Context: an optimization exercise on an open-source flow, tuned for small area and a short achievable clock period. The choices shown serve that exercise and are no tape-out recipe.
The RTL was checked by simulation tests, not by an equivalence proof against the original design.

==> inputs of job 8998 <==
## rvcpu
module rvcpu (
    input  wire        clk,
    input  wire        rst,
    output wire [63:0] inst_addr,
    output wire        inst_ena,
    output wire        inst_ready,
    input  wire [31:0] inst,
    input  wire        biu_inst_valid,
    output wire [63:0] data_addr,
    output wire [7:0]  wmask,
    output wire [63:0] data_o,
    input  wire [63:0] data_i,
    output wire        we,
    output wire        re,
    input  wire        mem_finish,
    input  wire        timer_intr
    );
export LEC_CHECK = 0
export CAP_MARGIN = 30
export CORE_MARGIN = 2
export CORE_UTILIZATION = 40
export CTS_CLUSTER_DIAMETER = 100
export CTS_CLUSTER_SIZE = 20
export PLACE_DENSITY = 0.6
export SLEW_MARGIN = 30
export SYNTH_HIERARCHICAL = 1
create_clock -name core_clock -period 16.0 [get_ports {clk}]
standard.sh (not shown) runs the stock make flow with config.mk's settings and CLKGATE_MAP_FILE= SYNTH_SCRIPT=/design/flow/synth_recipe.tcl, a recipe that flattens the netlist after the stock synthesis.
==> flow/flow/run.sh <==
#!/bin/bash
# The standard layout (standard.sh) with these changes to how it is made:
#  - synthesis uses flow/synth.tcl: synth_recipe.tcl plus a per-module choice of
#    ABC mapping script (registers are mapped exactly as in the standard run);
#  - all ports are placed on the bottom edge (flow/io.tcl);
#  - repair_timing aims for a larger setup slack than the default;
#  - the port buffers are buf_4 cells.
# The full make output goes to flow_make.log; ORFS keeps each tool's log
# under orfs/logs/.
set -euo pipefail
here=$(pwd)
export FLOW_MAP_SCRIPT=$here/flow/map_delay.abc
export FLOW_MAP_FAST_SCRIPT=$here/flow/map_fast.abc
bash standard.sh SYNTH_SCRIPT=$here/flow/synth.tcl IO_CONSTRAINTS=$here/flow/io.tcl \
  SETUP_SLACK_MARGIN=8.9 TNS_END_PERCENT=100 \
  "BUFFER_PORTS_ARGS=-buffer_cell sky130_fd_sc_hd__buf_4" finish > flow_make.log 2>&1
==> flow/flow/io.tcl <==
# Keep every port on the bottom edge, so that the reset and stall inputs are
# close to the outputs they gate.
set io_names {}
foreach p [get_ports *] { lappend io_names [get_name $p] }
set_io_pin_constraint -region bottom:* -pin_names $io_names
==> flow/flow/map_delay.abc <==
strash
dch
map -D 1500
buffer
upsize
dnsize
==> flow/flow/map_fast.abc <==
strash
dch
map -D 1200
buffer
upsize
dnsize
==> flow/flow/synth.tcl <==
proc synth {args} { yosys synth -nofsm -noshare {*}$args }
# Technology mapping per module: the register file read ports with yosys's
# default ABC script and no sizing (smallest), the adders with a
# delay-targeted 'map' (a tighter target for the fetch address adder), and
# the rest with the flow's own ABC script.
proc drop_opt {lst opt} {
  set i [lsearch -exact $lst $opt]
  if {$i >= 0} { set lst [lreplace $lst $i [expr {$i + 1}]] }
  return $lst
}
proc abc {args} {
  set dargs [drop_opt $args -script]
  yosys abc {*}[drop_opt $dargs -constr] rvcpu_rfrd
  yosys abc -script $::env(FLOW_MAP_SCRIPT) {*}$dargs rvcpu_add
  yosys abc -script $::env(FLOW_MAP_FAST_SCRIPT) {*}$dargs rvcpu_pcadd
  yosys abc {*}$args
}
source $::env(SCRIPTS_DIR)/synth.tcl
# left out here: clear keep_hierarchy, flatten, clean up, hide names made inside functions, write 1_2_yosys.v
==> job 1555: changes against job 8998 <==
Settings changed: CORE_UTILIZATION 40 to 45, PLACE_DENSITY 0.6 to 0.68.
==> job 6731: changes against job 8998 <==
--- a/flow/flow/run.sh
+++ b/flow/flow/run.sh
@@ -5,5 +5,5 @@
 #  - all ports are placed on the bottom edge (flow/io.tcl);
 #  - repair_timing aims for a larger setup slack than the default;
-#  - the port buffers are buf_4 cells.
+#  - the port buffers are buf_2 cells.
 # The full make output goes to flow_make.log; ORFS keeps each tool's log
 # under orfs/logs/.
@@ -13,4 +13,4 @@
 export FLOW_MAP_FAST_SCRIPT=$here/flow/map_fast.abc
 bash standard.sh SYNTH_SCRIPT=$here/flow/synth.tcl IO_CONSTRAINTS=$here/flow/io.tcl \
-  SETUP_SLACK_MARGIN=8.9 TNS_END_PERCENT=100 \
-  "BUFFER_PORTS_ARGS=-buffer_cell sky130_fd_sc_hd__buf_4" finish > flow_make.log 2>&1
+  SETUP_SLACK_MARGIN=8.75 TNS_END_PERCENT=100 \
+  "BUFFER_PORTS_ARGS=-buffer_cell sky130_fd_sc_hd__buf_2" finish > flow_make.log 2>&1
Settings changed: CORE_UTILIZATION 40 to 45, PLACE_DENSITY 0.6 to 0.68.
==> impl_metrics.env <==
export IMPL_seq_power_share=0.601
export IMPL_grt_use_met1=0.624
export IMPL_grtUsageTotal=0.564
export IMPL_p_sw_mw=3.26
export IMPL_outcome="no timing/DRC/antenna violations"
export IMPL_crit_start="pa[1]$_SDFF_PP0_"
export IMPL_area_growth_syn_to_layout_pct=13.2
export IMPL_buffer_area_frac=0.0463
export IMPL_p_leak_nw=56.2
export IMPL_grt_max_degree=146
export IMPL_whs_endpoint="csr_mcause_v$_SDFFE_PP0P_"
export IMPL_combPwrFrac=0.036
export IMPL_powerSeq_mw=8.34
export IMPL_drive_gt1_frac=0.162
(the above is from job 6731)
==> impl_metrics.env <==
export IMPL_combPwrFrac=0.035
export IMPL_p_sw_mw=3.16
export IMPL_seq_power_share=0.609
export IMPL_buffer_area_frac=0.0463
export IMPL_whs_endpoint="csr_mscratch_v$_SDFFE_PP0P_"
export IMPL_grtUsageTotal=0.538
export IMPL_grt_max_degree=128
export IMPL_p_leak_nw=55.8
export IMPL_outcome="no timing/DRC/antenna violations"
export IMPL_drive_gt1_frac=0.154
export IMPL_crit_start="pa[7]$_SDFF_PP0_"
(the above is from job 1555)
==> impl_metrics.env <==
export IMPL_outcome="no timing/DRC/antenna violations"
export IMPL_powerSeq_mw=8.35
export IMPL_p_leak_nw=56.7
export IMPL_area_growth_syn_to_layout_pct=14.7
export IMPL_buffer_area_frac=0.0540
export IMPL_crit_start="pa[0]$_SDFF_PP0_"
export IMPL_seq_power_share=0.597
export IMPL_whs_endpoint="csr_mcause_v$_SDFFE_PP0P_"
export IMPL_p_sw_mw=3.36
export IMPL_grtUsageTotal=0.524
(the above is from job 8998)

-- afterwards: timing with drivers on the ports --
The flow's constraints put no driver on any port. The routed layouts listed below were extracted and timed again, unchanged, in two steps.
Step 1: set_driving_cell puts a clkbuf_16 on clk and a buf_2 on each other input, an assumption about the parent block.
Step 2 moves the port delays by t, midway between the first and last clock arrival at a register: inputs arrive t later, outputs are due t later. That takes back most of the time a late clock gives input paths.
Slacks: ideal / step 1 / step 2; pairs: ideal / step 1.
run	shift t [ns]	slack for setup (ns)	pins driven straight from the clock port
job 8998	1.102	8.818 / 8.577 / 8.197	1
job 1555	1.027	8.836 / 8.678 / 8.495	1
job 6731	1.097	8.699 / 8.561 / 7.796	1
After both steps setup and hold are still met in every run listed. For job 6731, which loses most, drivers alone change the setup slack by -0.138 ns; drivers and shift together by -0.903 ns.
